This is an optimization exercise on Yosys and OpenROAD, whose aim is small area and a short achievable clock period, not a production implementation. The RTL was checked by simulation tests, not by an equivalence proof against the original design.

## flow/design.v (module list and top-level ports; edited modules follow where they fit)
// module wallace_tree_multiplier: 1168 lines
// module mul_fa: 4 lines
// module mul_ha: 4 lines
module wallace_tree_multiplier (
    input  logic        clk,
    input  logic        reset,
    input  logic [31:0] multiplicand,
    input  logic [31:0] multiplier,
    output logic [63:0] product,
    output logic        overflow
);
  // ...
==> flow/run.sh <==
#!/bin/bash
# synth_recipe.tcl (not shown) runs the flow's synth.tcl, then flattens the netlist and writes it again
# the make line also repeats each setting of config.mk as NAME=value (left out here)
make -C /OpenROAD-flow-scripts/flow DESIGN_CONFIG=/design/flow/config.mk WORK_HOME=/design/flow/orfs CLKGATE_MAP_FILE= SYNTH_SCRIPT=/design/flow/synth_recipe.tcl finish
==> flow/config.mk <==
export PLATFORM = sky130hd
export DESIGN_NAME = wallace_tree_multiplier
export DESIGN_NICKNAME = wallace_tree_multiplier
export VERILOG_FILES = /design/flow/design.v
export SDC_FILE = /design/flow/constraint.sdc
export NUM_CORES = 4
export LEC_CHECK = 0
export ABC_AREA = 1
export CAP_MARGIN = 20
export CORE_MARGIN = 2
export CORE_UTILIZATION = 40
export SLEW_MARGIN = 20
export SYNTH_HIERARCHICAL = 1
==> flow/constraint.sdc <==
create_clock -name core_clock -period 13.5 [get_ports {clk}]
set_input_delay 2.7000 -clock core_clock [delete_from_list [all_inputs] [get_ports {clk}]]
set_output_delay 2.7000 -clock core_clock [all_outputs]
set_load 0.01 [all_outputs]
==> flow_summary.toml, run 1 <==
[sta]
finalHoldViolCount = 0
max_freq_ghz = 0.104
finalCriticalPeriod_ns = 9.63

[cells_and_area]
area_growth_syn_to_layout_pct = 8.12
multi_input_area_share_pct = 79.0
fin_util_pct = 43.7
multi_input_area_mm2 = 0.0208
nNetsFinal = 3314
seq_share_pct = 6.17
fillerInstances = 5744
multi_input_gates = 2196
final_cell_mix = "xor2_1, o22ai_1, fa_1"

[synth]
synthArstFlopShare_pct = 100
yosysMostFrequentCell = "xor2_1"
synthCells = 2742
synth_top_family_by_area = "adder cells"

[worst_setup_path]
cpMaxStageDelayCell = "o21ai_2"
cp_data_required_time_ns = 13.76
cp_common_cell = "fa_1"
setup.worst_path.end = "product[33]"
r2r_slack_ns = 11.12

[floorplanning]
fp-row-count = 90

[drt]
first_pass_iters = 6
vias_per_cell = 6.22
wl_per_cell_um = 25.5

[global_route]
grt_pass1_wl_um = 137000
antenna_found_initial = 0

[clock_tree]
root_buffer = "clkbuf_16"
cts_tree = "done"
post_cts_buffers = 0
h-tree-depth = 3

[outcome]
status = "complete, no violations"

[placement]
place_congestion = 0.899
==> run 2, diff against run 1 <==
--- a/flow/config.mk
+++ b/flow/config.mk
@@ -10,4 +10,5 @@
 export CORE_MARGIN = 2
 export CORE_UTILIZATION = 40
+export SETUP_SLACK_MARGIN = 3
 export SLEW_MARGIN = 20
 export SYNTH_HIERARCHICAL = 1
==> run 2 against run 1 <==
  * Utilization did not move
  * Design area did not move
  * Clock-buffer cell count did not move
  * Sequential share of layout area did not move
  * Sequential cell count did not move
  * Die area did not move
  * Critical path type unchanged
  * Critical endpoint unchanged
  * Highest routed layer unchanged
==> flow_summary.toml, run 2 <==
[outcome]
status = "complete, no violations"

[synth]
synth_top_cell_area_share_pct = 35.1
synth.net_count = 3356
synthCells = 2742
synth.top_cells.by_count = "xor2_1, o22ai_1, fa_1"
ys_warn_count = 7
synth_top_cell_by_area = "fa_1"
ys_seq_area_share_pct = 6.68
synthArstFlopShare_pct = 100
synth_area_per_cell_um2 = 8.89
yosysMostFrequentCell = "xor2_1"
synthFlopType = "dfrtp_1"
synth-edff-count = 0
synthDistinctLibCells = 43
ys_ff_latch = 65
synth.area.top_cells = "fa_1, xor2_1, o22ai_1"
syn_area_mm2 = 0.0244

[cells_and_area]
nNetsFinal = 3314
final_cells = 3487
drive_above_1_share_pct = 6.88
final_common_cell = "xor2_1"
area_growth_syn_to_layout_pct = 8.12
reg_top3 = "product: 64 flops, overflow: 1 flops"
largest_register = "product"
fin_util_pct = 43.7
diodes = 0
final_cell_mix = "xor2_1, o22ai_1, fa_1"
fillerInstances = 5744
largest_reg_flops = 64
stdcell_area_mm2 = 0.0263

[clock_tree]
clkLatencyLatePin_ns = 0.38
post_cts_buffers = 0
h-tree-depth = 3
clkSinkCount = 65
hold_buffers = 0
clkTransAtPathRegs_ns = 0.06
cts-resized-gates = 0
clockBufferDepth = 2
numCtsBuffers = 9
root_buffer = "clkbuf_16"
cts_tree = "done"

[sta]
setup_ws_ns = 3.87
tightest_slew_ns = 1.08
finalCriticalPeriod_ns = 9.63
setup_tns_ns = 0
max_freq_ghz = 0.104
setup_viol = 0
rsz0062_at_grt = "false"
maxSlewHeadroom_pct = 27.2
clock_skew_ns = 0.00970
finalHoldViolCount = 0
slew_viol_final = 0
finalCritPeriodShare_pct = 71.4

[global_route]
grt_start_max_net_pins = 66
track_usage_pct = 28.5
grt_pass1_vias = 23100
overflow = 0
grt_pass1_wl_um = 137000
antenna_found_initial = 0

[worst_setup_path]
cp_data_required_time_ns = 13.76
slowest_delay_ns = 0.61
reg2reg_depth = 4
cpMaxStageDelayCell = "o21ai_2"
worstPathArrival_ns = 9.90
r2r_start = "product[21]"
crit_start = "multiplier[5]"
timing.rr.end = "overflow"
crit_type = "in -> reg"
cp_max_fo = 36
end_kind = "register"
cp-start-kind = "input port"
r2r_slack_ns = 11.12
cp_common_cell = "fa_1"
worst-path-buf-inv = 5
cp_top_family = "adder cells"

[drt]
vias_per_cell = 6.22
vias = 21700
wl_um = 89100
wl_per_cell_um = 25.5
drt_iter0_drc = 2503
ant_nets = 0
first_pass_iters = 6
drc_errors = 0

[placement]
place_inst = 3471
placed_cell_area_mm2 = 0.0261
place_congestion = 0.899
dp_slack_ns = 3.48
io_buffers = 130
post-dp-hpwl_um = 59200

[floorplanning]
die_y_um = 251
fp.coreArea_mm2 = 0.0602
ios = 131
dieArea_mm2 = 0.0629
die_w_um = 251
initial_utilization_pct = 40.4
fp-row-count = 90

[min_path]
min_path_cells = 2
holdCritPathClass = "reg -> reg"
whs_endpoint = "overflow"
hp-start = "product[62]"

[run]
cap_viol_max_count = 0
-- run 2: final cells by class --
class,count,area [um^2],area share (%)
inverters,218,818,3.11
multi-input cells,2196,20800,79.0
clock buffers,11,243,0.921
well taps,782,978,3.71
flip-flops and latches,65,1630,6.17
repair buffers,210,1820,6.92
clock inverters,5,31.3,0.119
-- run 2: how the worst max path moves through the flow --
stage | slack (ns) | depth (start not counted) | endpoint
6_report | 3.87 | 25 | product[33]
5_1_grt | 3.59 | 24 | product[61]
4_1_cts | 3.88 | 24 | product[33]
3_5_place_dp | 3.48 | 24 | product[33]
3_3_place_gp | 3.51 | 24 | product[33]
2_1_floorplan | 5.23 | 24 | product[33]
-- run 2: per-module statistics from Yosys, one instance, submodules excluded --
module | times used | cells | cell area, um^2
mul_fa | 422 | 1 | 20.0
mul_ha | 45 | 1 | 12.5
wallace_tree_multiplier | 1 | 2275 | 15400
-- run 2: layer usage --
metal / track usage, % / up-vias / part of all wire (%)
met5: 0 / - / 0
met1: 36.9 / 10900 / 39
met4: 13.9 / 0 / 4.6
li1: - / 9087 / -
met3: 7.20 / 278 / 11
met2: 44.5 / 1419 / 45
-- run 2: cell families (layout without fill, tap and decap cells) --
logic type / after synthesis / in the layout / synth area share, %
xor+xnor: 533 / 533 / 19.2
buf+inv: 481 / 444 / 8.17
flops: 65 / 65 / 6.68
compound gates: 615 / 615 / 15.8
fa+ha+maj: 548 / 548 / 41.3
simple gates: 500 / 500 / 8.90
-- run 2: stage by stage --
stage / hold WS (ns)
2_1_floorplan: 0.584
3_3_place_gp: 0.671
3_5_place_dp: 0.673
4_1_cts: 0.689
5_1_grt: 0.738
6_report: 0.671
-- run 2: tightest hold or removal path, stage by stage, from the launching register on --
cell	delay (ns)
dfrtp_1	0.36
xnor2_1	0.21
a21oi_1	0.06
==> run 3, diff against run 2 <==
--- a/flow/config.mk
+++ b/flow/config.mk
@@ -9,6 +9,6 @@
 export CAP_MARGIN = 20
 export CORE_MARGIN = 2
-export CORE_UTILIZATION = 40
-export SETUP_SLACK_MARGIN = 3
+export CORE_UTILIZATION = 60
+export SETUP_SLACK_MARGIN = 5
 export SLEW_MARGIN = 20
 export SYNTH_HIERARCHICAL = 1
==> run 3 against run 2 <==
  * Register-to-register slack improved by 0.42 ns
  * Clock skew decreased by 0.0017 ns
  * Design area increased by 8.8%
  * Critical endpoint is now product[53]
  * Via count increased by 7.9%
  * Area after synthesis unchanged
  * Die area decreased by 33%
  * Still clean on timing, DRC and antenna
==> flow_summary.toml, run 3 <==
[synth]
ys_ff_latch = 65
synth_compound_area_share_pct = 15.8
ys_seq_area_share_pct = 6.68
synth-xor-area-share_pct = 19.2
synthDistinctLibCells = 43
synthCells = 2742
yosysMostFrequentCell = "xor2_1"
synth_area_per_cell_um2 = 8.89
synth.top_cells.by_count = "xor2_1, o22ai_1, fa_1"
synthSimpleGateAreaFrac_pct = 8.90
synthFlopType = "dfrtp_1"
synth.area.top_cells = "fa_1, xor2_1, o22ai_1"
synth_top_cell_area_share_pct = 35.1
synthArstFlopShare_pct = 100
ys_warn_count = 7
synth.net_count = 3356
synth_top_cell_by_area = "fa_1"
synth-edff-count = 0
syn_area_mm2 = 0.0244
synthMuxAreaShare_pct = 0
synth_top_family_by_area = "adder cells"
synthAdderAreaFrac_pct = 41.3

[drt]
wl_um = 96600
vias = 23400
first_pass_iters = 13
ant_nets = 0
vias_per_cell = 6.98
drc_errors = 0
wl_per_cell_um = 28.8
drt_iter0_drc = 3742

[sta]
finalCritPeriodShare_pct = 62.4
maxSlewHeadroom_pct = 33.8
max_freq_ghz = 0.119
rsz0062_at_grt = "false"
finalCriticalPeriod_ns = 8.43
setup_viol = 0
setup_ws_ns = 5.07
setup_tns_ns = 0
clock_skew_ns = 0.00801
tightest_slew_ns = 0.983
finalHoldViolCount = 0
slew_viol_final = 0

[worst_setup_path]
crit_start = "multiplicand[14]"
cp_common_cell = "fa_1"
cp_max_fo = 32
worstPathArrival_ns = 8.69
cp-start-kind = "input port"
end_kind = "register"
cpMaxStageDelayCell = "fa_2"
slowest_delay_ns = 0.70
cp_data_required_time_ns = 13.76
r2r_start = "product[17]"
cp_top_family = "adder cells"
worst-path-buf-inv = 4
crit_type = "in -> reg"

[floorplanning]
die_y_um = 206
fp-row-count = 73
dieArea_mm2 = 0.0422
initial_utilization_pct = 61.0
die_w_um = 206
fp.coreArea_mm2 = 0.0399
ios = 131

[global_route]
track_usage_pct = 43.6
grt_start_max_net_pins = 66
grt_pass1_vias = 23300
overflow = 0
antenna_found_initial = 2
grt_pass1_wl_um = 137000

[placement]
dp_slack_ns = 3.51
post-dp-hpwl_um = 58700
io_buffers = 130
place_congestion = 0.993

[clock_tree]
h-tree-depth = 3
clkTransAtPathRegs_ns = 0.06
numCtsBuffers = 9
clkSinkCount = 65
hold_buffers = 0
cts_tree = "done"
root_buffer = "clkbuf_16"
clkLatencyLatePin_ns = 0.38
clockBufferDepth = 2

[cells_and_area]
final_common_cell = "xor2_1"
largest_reg_flops = 64
reg_top3 = "product: 64 flops, overflow: 1 flops"
nNetsFinal = 3433
area_growth_syn_to_layout_pct = 17.7
final_cell_mix = "xor2_1, o22ai_1, fa_1"
drive_above_1_share_pct = 15.3
largest_register = "product"

[run]
cap_viol_max_count = 0

[min_path]
hp-start = "product[63]"
holdCritPathClass = "reg -> reg"

[outcome]
status = "complete, no violations"
## run 3: cells by family (layout without fill, tap and decap cells)
group / count (synthesis) / in the layout
buffers and inverters: 481 / 558
AOI/OAI and AO/OA: 615 / 617
xor gates and xnor gates: 533 / 533
DFF: 65 / 65
adders and majority gates: 548 / 548
other: 0 / 1
and+or+nand+nor: 500 / 503
## run 3: stage by stage
| step | cells | hold slack [ns] | area (um^2) | utilization [%] |
|---|---|---|---|---|
| 3_3_place_gp | 3214 | 0.583 | 25700 | 64.5 |
| 3_5_place_dp | 3214 | 0.580 | 25700 | 64.5 |
| 2_1_floorplan | 2742 | 0.584 | 24400 | - |
| 4_1_cts | 3274 | 0.593 | 27000 | 67.7 |
| 5_1_grt | 3350 | 0.600 | 28700 | 71.8 |
| 6_report | 3350 | 0.586 | 28700 | 71.8 |
## run 3: area by class of cell
cell class	instances	area, um^2
flip-flops and latches	65	1630
diodes	1	2.50
multi-input cells	2201	21600
well taps	525	657
fillers	3037	11200
clock inverters	5	31.3
repair buffers	324	3610
inverters	218	843
clock buffers	11	243
## run 3: tightest hold or removal path: stages (launching register included)
cell and delay [ns]:
dfrtp_1 0.35, xnor2_1 0.15, a21oi_1 0.04
## run 3: metal layers
metal	track usage, %	share of wire, %	vias up	wire, um
li1	-	-	9347	-
met1	58.7	37	11200	35400
met5	0.357	0.019	-	18
met2	62.4	41	2268	39500
met3	16.1	16	542	15900
met4	20.1	6.0	2	5760
## run 3: timing repair
action / CTS / global route
pin swaps: 19 / 44
gates resized for setup: 131 / 185
endpoints found under the setup margin: 43 / 32
cloned: 6 / 19
setup buffers: 38 / 56
## run 3: worst paths after layout
path	to	slack, ns	depth (start not counted)
worst max-delay path	product[53]	5.07	25
worst min-delay path	overflow	0.59	2
worst max register to register	overflow	11.54	4
worst min register to register	overflow	0.59	2
max in group asynchronous	product[15]	9.98	3
min in group asynchronous	product[58]	2.90	3
## run 3: modules after synthesis, one instance, submodules excluded
module / times used / cells inside / area [um^2]
wallace_tree_multiplier: 1 / 2275 / 15400
mul_fa: 422 / 1 / 20.0
mul_ha: 45 / 1 / 12.5
==> run 4, diff against run 3 <==
--- a/flow/config.mk
+++ b/flow/config.mk
@@ -9,5 +9,5 @@
 export CAP_MARGIN = 20
 export CORE_MARGIN = 2
-export CORE_UTILIZATION = 60
+export CORE_UTILIZATION = 40
 export SETUP_SLACK_MARGIN = 5
 export SLEW_MARGIN = 20
==> run 4 against run 3 <==
  * Via count decreased by 1.3%
  * Design area is 2.3% higher
  * Wire length grew 2.1%
  * Clock skew grew 0.0022 ns
  * First-iteration DRC count shrank 19%
  * Global-route usage fell by 14 points
  * Critical path type unchanged
  * Critical endpoint is now product[33]
  * Highest routed layer unchanged
==> flow_summary.toml, run 4 <==
[floorplanning]
ios = 131
die_w_um = 251
die_y_um = 251
dieArea_mm2 = 0.0629
fp-row-count = 90
initial_utilization_pct = 40.4
fp.coreArea_mm2 = 0.0602

[worst_setup_path]
r2r_start = "product[21]"
cp_data_required_time_ns = 13.77
reg2reg_depth = 4
cp_max_fo = 18
timing.rr.end = "overflow"
crit_type = "in -> reg"
cp-start-kind = "input port"
worstPathArrival_ns = 8.65
r2r_slack_ns = 11.11
end_kind = "register"

[sta]
tightest_slew_ns = 1.04
maxSlewHeadroom_pct = 29.8
max_freq_ghz = 0.119
setup_ws_ns = 5.12
slew_viol_final = 0
rsz0062_at_grt = "false"
setup_viol = 0
finalCritPeriodShare_pct = 62.1
finalHoldViolCount = 0
setup_tns_ns = 0
finalCriticalPeriod_ns = 8.38
clock_skew_ns = 0.0102

[cells_and_area]
area_growth_syn_to_layout_pct = 20.4
fin_util_pct = 48.7
nNetsFinal = 3441
final_cells = 3615
largest_register = "product"
ff_latch_area_mm2 = 0.00163
largest_reg_flops = 64
fillerInstances = 5463
final_common_cell = "xor2_1"
multi_input_area_mm2 = 0.0217
final_cell_mix = "xor2_1, o22ai_1, fa_1"
reg_top3 = "product: 64 flops, overflow: 1 flops"
drive_above_1_share_pct = 16.1

[outcome]
status = "complete, no violations"

[synth]
synth_area_per_cell_um2 = 8.89
synth.top_cells.by_count = "xor2_1, o22ai_1, fa_1"
synth_top_cell_area_share_pct = 35.1
ys_seq_area_share_pct = 6.68
synth.net_count = 3356
synth_top_cell_by_area = "fa_1"
syn_area_mm2 = 0.0244
synth.area.top_cells = "fa_1, xor2_1, o22ai_1"
synthArstFlopShare_pct = 100
ys_warn_count = 7
synthDistinctLibCells = 43
synthCells = 2742
yosysMostFrequentCell = "xor2_1"
synth-edff-count = 0
ys_ff_latch = 65
synthFlopType = "dfrtp_1"

[placement]
post-dp-hpwl_um = 59200
place_congestion = 0.899
io_buffers = 130
dp_slack_ns = 3.48
place_inst = 3471

[min_path]
holdCritPathClass = "reg -> reg"
whs_endpoint = "overflow"
hp-start = "product[62]"
min_path_cells = 2

[clock_tree]
numCtsBuffers = 9
clkSinkCount = 65
cts_tree = "done"
root_buffer = "clkbuf_16"
clkTransAtPathRegs_ns = 0.06
hold_buffers = 0
clkLatencyLatePin_ns = 0.38
h-tree-depth = 3
clockBufferDepth = 2

[global_route]
grt_pass1_vias = 23400
overflow = 0
grt_pass1_wl_um = 140000
antenna_found_initial = 4
track_usage_pct = 29.2
grt_start_max_net_pins = 66

[drt]
top_layer = "met5"
wl_met2_um = 43100
wl_met3_um = 12800
wl_per_cell_um = 27.3
first_pass_iters = 6
met1_length_um = 36700
vias = 23100
wl_um = 98700
vias_per_cell = 6.39
drc_errors = 0
ant_nets = 0
drt_iter0_drc = 3039

[run]
cap_viol_max_count = 0
==> run 4: cell types whose count changed in the layout (fill, tap and decap cells not counted), moves of 6 or more <==
| cell | change |
|---|---|
| buf_4 | -11 |
| clkbuf_16 | +10 |
| clkinvlp_4 | +8 |
| ha_4 | -6 |
| inv_1 | -8 |
| o22ai_1 | -7 |
| o22ai_2 | +7 |
==> run 4: timing repair <==
action	in CTS	in global routing
resized for setup	142	218
endpoints found under the hold margin	0	0
gates cloned	5	31
setup buffers	27	64
pin swaps	14	51
setup endpoints to repair	40	32
==> run 4: critical path: stages <==
cell and delay [ns]:
buf_2 0.15, buf_12 0.24, inv_1 0.16, o21ai_4 0.31
buf_12 0.20, o22ai_1 0.09, xor2_1 0.21, fa_1 0.49
fa_1 0.52, fa_1 0.42, fa_2 0.35, fa_1 0.50
fa_1 0.44, ha_1 0.30, ha_1 0.33, inv_1 0.12
o21bai_1 0.08, nor2_1 0.10, nand2_1 0.09, a21oi_4 0.21
nand2_8 0.11, fa_1 0.39, xor2_1 0.15
==> run 4: logic make-up (layout without fill, tap and decap cells) <==
family                   after synthesis  in the layout  share of synthesized area [%]
XOR/XNOR                             533            533                           19.2
other                                  0              1                              0
AND/OR/NAND/NOR                      500            505                           8.90
AO/OA/AOI/OAI                        615            616                           15.8
flip-flops                            65             65                           6.68
adder cells (fa/ha/maj)              548            548                           41.3
buffers and inverters                481            565                           8.17
==> run 4: layer usage <==
| metal | vias up | GRT usage [%] |
|---|---|---|
| met5 | - | 0 |
| met4 | 6 | 15.0 |
| met3 | 435 | 7.33 |
| met2 | 1872 | 45.0 |
| met1 | 11400 | 37.9 |
| li1 | 9379 | - |
==> run 4: through the flow <==
step / hold WS [ns] / cell area, um^2
6_report: 0.663 / 29300
5_1_grt: 0.738 / 29300
4_1_cts: 0.689 / 27200
3_5_place_dp: 0.673 / 26100
3_3_place_gp: 0.671 / 26100
2_1_floorplan: 0.584 / 24400
==> run 4: how the worst max path moves through the flow <==
stage	slack, ns	start	endpoint	depth (start not counted)
after detailed placement	3.48	multiplier[3]	product[33]	24
final	5.12	multiplier[17]	product[33]	23
after global placement	3.51	multiplier[3]	product[33]	24
after global routing	4.90	multiplier[29]	product[61]	26
after floorplan	5.23	multiplier[1]	product[33]	24
after CTS	5.00	multiplier[6]	product[49]	28
==> run 4: cell type report <==
class,count,share of cell area [%]
timing repair buffer,330,13.3
inverter,218,2.96
timing repair inverter,1,0.0256
tap,782,3.34
sequential,65,5.55
clock buffer,11,0.828
multi-input combinational,2202,73.9
clock inverter,5,0.107
antenna,1,0.00853
==> run 4: Yosys stat by module, one instance, submodules excluded <==
module | area, um^2 | flops+latches | times used | cells inside
wallace_tree_multiplier | 15400 | 65 | 1 | 2275
mul_fa | 20.0 | 0 | 422 | 1
mul_ha | 12.5 | 0 | 45 | 1
==> run 5, diff against run 4 <==
==> flow/flow/run.sh (new file) <==
#!/bin/bash
# Standard ORFS layout, with plain buf_1 cells as the port buffers (buffer_ports
# otherwise picks a delay-cell buffer for every port).
set -euo pipefail
export BUFFER_PORTS_ARGS="-buffer_cell sky130_fd_sc_hd__buf_1"
bash standard.sh > standard_flow.log 2>&1
==> flow/standard.sh (new file) <==
#!/bin/bash
# synth_recipe.tcl (not shown) runs the flow's synth.tcl, then flattens the netlist and writes it again
# the make line also repeats each setting of config.mk as NAME=value (left out here)
make -C /OpenROAD-flow-scripts/flow DESIGN_CONFIG=/design/flow/config.mk WORK_HOME=/design/flow/orfs CLKGATE_MAP_FILE= SYNTH_SCRIPT=/design/flow/synth_recipe.tcl "${@:-finish}"
removed: flow/run.sh
==> run 5 against run 4 <==
  * Sequential cell count unchanged
  * Utilization decreased by 2.3 points
  * Clock skew increased by 0.0014 ns
  * Synthesized cell count unchanged
  * Worst hold slack improved by 0.012 ns
  * Critical endpoint is now product[49]
  * Critical path depth increased by 2
  * Die area unchanged
  * Critical path type unchanged
  * Area after synthesis unchanged
  * Worst setup slack got worse by 0.019 ns
==> flow_summary.toml, run 5 <==
[worst_setup_path]
slowest_delay_ns = 0.59
setup.worst_path.end = "product[49]"
cp-start-kind = "input port"
cp.depth = 25
r2r_slack_ns = 11.01
crit_start = "multiplier[3]"
timing.rr.end = "overflow"
cp_data_required_time_ns = 13.78
cpMaxStageDelayCell = "fa_2"
worst-path-buf-inv = 6
cp_max_fo = 23
end_kind = "register"
cp_top_family = "adder cells"
crit_type = "in -> reg"
cp_common_cell = "fa_1"
r2r_start = "product[21]"
reg2reg_depth = 4
worstPathArrival_ns = 8.68

[clock_tree]
clockBufferDepth = 2
h-tree-depth = 3
hold_buffers = 0
clkTransAtPathRegs_ns = 0.06
clkSinkCount = 65
numCtsBuffers = 9
root_buffer = "clkbuf_16"
cts_tree = "done"
clkLatencyLatePin_ns = 0.39

[drt]
wl_per_cell_um = 27.1
wl_um = 96600
first_pass_iters = 8
drt_iter0_drc = 3155
vias_per_cell = 6.38
ant_nets = 0
vias = 22800
drc_errors = 0

[floorplanning]
die_w_um = 251
die_y_um = 251
fp-row-count = 90
fp.coreArea_mm2 = 0.0602
ios = 131
dieArea_mm2 = 0.0629
initial_utilization_pct = 40.4

[sta]
finalCriticalPeriod_ns = 8.40
setup_ws_ns = 5.10
finalHoldViolCount = 0
rsz0062_at_grt = "true"
hold_slack_ns = 0.675
slew_viol_final = 0
clock_skew_ns = 0.0116
setup_viol = 0
finalCritPeriodShare_pct = 62.2
maxSlewHeadroom_pct = 20.9
max_freq_ghz = 0.119
setup_tns_ns = 0
tightest_slew_ns = 1.18

[cells_and_area]
final_cell_mix = "xor2_1, o22ai_1, fa_1"
largest_register = "product"
largest_reg_flops = 64
stdcell_area_mm2 = 0.0279
reg_top3 = "product: 64 flops, overflow: 1 flops"
final_cells = 3568
nNetsFinal = 3395
diodes = 0
drive_above_1_share_pct = 13.3
fin_util_pct = 46.4
area_growth_syn_to_layout_pct = 14.7
final_common_cell = "xor2_1"

[synth]
synth_top_cell_area_share_pct = 35.1
synthDistinctLibCells = 43
synthArstFlopShare_pct = 100
syn_area_mm2 = 0.0244
ys_warn_count = 7
synthCells = 2742
synthFlopType = "dfrtp_1"
synth.top_cells.by_count = "xor2_1, o22ai_1, fa_1"
synth_top_cell_by_area = "fa_1"
synth-edff-count = 0
synth.area.top_cells = "fa_1, xor2_1, o22ai_1"
synth.net_count = 3356
yosysMostFrequentCell = "xor2_1"
ys_ff_latch = 65
synth_area_per_cell_um2 = 8.89
ys_seq_area_share_pct = 6.68

[placement]
placed_cell_area_mm2 = 0.0253
post-dp-hpwl_um = 59500
io_buffers = 130
place_congestion = 0.933
place_inst = 3472
dp_slack_ns = 3.71

[global_route]
grt_pass1_wl_um = 141000
track_usage_pct = 29.6
grt_pass1_vias = 23300
overflow = 0
antenna_found_initial = 2
grt_start_max_net_pins = 66

[min_path]
holdCritPathClass = "reg -> reg"

[run]
cap_viol_max_count = 0

[outcome]
status = "complete, no violations"
run 5: cell counts after synthesis:
Identical to the previous run, type by type.
run 5: cells by family (layout without fill, tap and decap cells):
| logic type | after synthesis | count (layout) | synth area share, % |
|---|---|---|---|
| fa+ha+maj | 548 | 548 | 41.3 |
| xor+xnor | 533 | 533 | 19.2 |
| buf+inv | 481 | 521 | 8.17 |
| compound gates | 615 | 615 | 15.8 |
| flops | 65 | 65 | 6.68 |
| simple gates | 500 | 504 | 8.90 |
run 5: layout make-up:
class | instances | area [um^2]
repair buffers | 286 | 2720
flip-flops and latches | 65 | 1630
repair inverters | 1 | 7.51
fillers | 5550 | 32300
inverters | 218 | 851
clock buffers | 11 | 243
well taps | 782 | 978
clock inverters | 5 | 31.3
multi-input cells | 2200 | 21500
run 5: worst min-delay path by stage:
stage                           start  endpoint  slack (ns)  cells after the start
after floorplan           product[62]  overflow        0.58                      2
after global placement    product[58]  overflow        0.66                      4
after detailed placement  product[58]  overflow        0.67                      4
after CTS                 product[58]  overflow        0.68                      4
after global routing      product[58]  overflow        0.72                      4
final                     product[62]  overflow        0.67                      2
run 5: repair_timing:
action / in CTS / in global routing
cloned: 15 / 12
endpoints found under the setup margin: 41 / 34
buffers inserted: 16 / 37
pin swaps: 11 / 55
resized for setup: 152 / 130
run 5: per-module statistics from Yosys, one instance, submodules excluded:
module / cells inside / flops+latches / cell area (um^2)
wallace_tree_multiplier: 2275 / 65 / 15400
mul_fa: 1 / 0 / 20.0
mul_ha: 1 / 0 / 12.5
run 5: worst min-delay path: cells and delay by family, from the launching register on:
family / cells / cell delay, ns
xor+xnor: 1 / 0.20
flops: 1 / 0.37
compound gates: 1 / 0.06
run 5: metal layers:
layer | wire length (um) | global-route usage [%] | share of wire, % | vias to the layer above
li1 | - | - | - | 9272
met1 | 35700 | 37.2 | 37 | 11200
met2 | 42300 | 45.3 | 44 | 1820
met3 | 12200 | 8.90 | 13 | 453
met4 | 6300 | 17.0 | 6.5 | 6
met5 | 113 | 0 | 0.12 | -

re-timing with driven ports:
In the flow no input, the clock included, has a driving cell. The finished layouts below were timed again as built, in two steps.
Step 1 sets driving cells, clkbuf_16 on the clock port and buf_2 on the other inputs (assumed; they add their load-dependent delay and slew).
Step 2, shift: input delay + t, output delay - t, t = (earliest + latest rising clock arrival at the registers) / 2. This alone moves slack from input paths to output paths.
Three values: no drivers, after step 1, after step 2; two values: the first two.
run | t, ns | slack for setup (ns) | hold WS [ns] | pins driven straight from the clock port
run 1 | 0.440 | 3.867 / 3.897 / 3.457 | 0.671 / 0.671 / 0.671 | 1
run 2 | 0.440 | 3.867 / 3.897 / 3.457 | 0.671 / 0.671 / 0.671 | 1
run 3 | 0.431 | 5.071 / 5.102 / 4.671 | 0.586 / 0.586 / 0.586 | 1
run 4 | 0.444 | 5.120 / 5.142 / 4.698 | 0.663 / 0.663 / 0.663 | 1
run 5 | 0.442 | 5.101 / 5.115 / 4.673 | 0.675 / 0.675 / 0.675 | 1
After both steps every run listed still meets setup and hold. The setup slack of run 5, which loses most, moves by +0.014 ns with the drivers and by -0.428 ns with both steps.
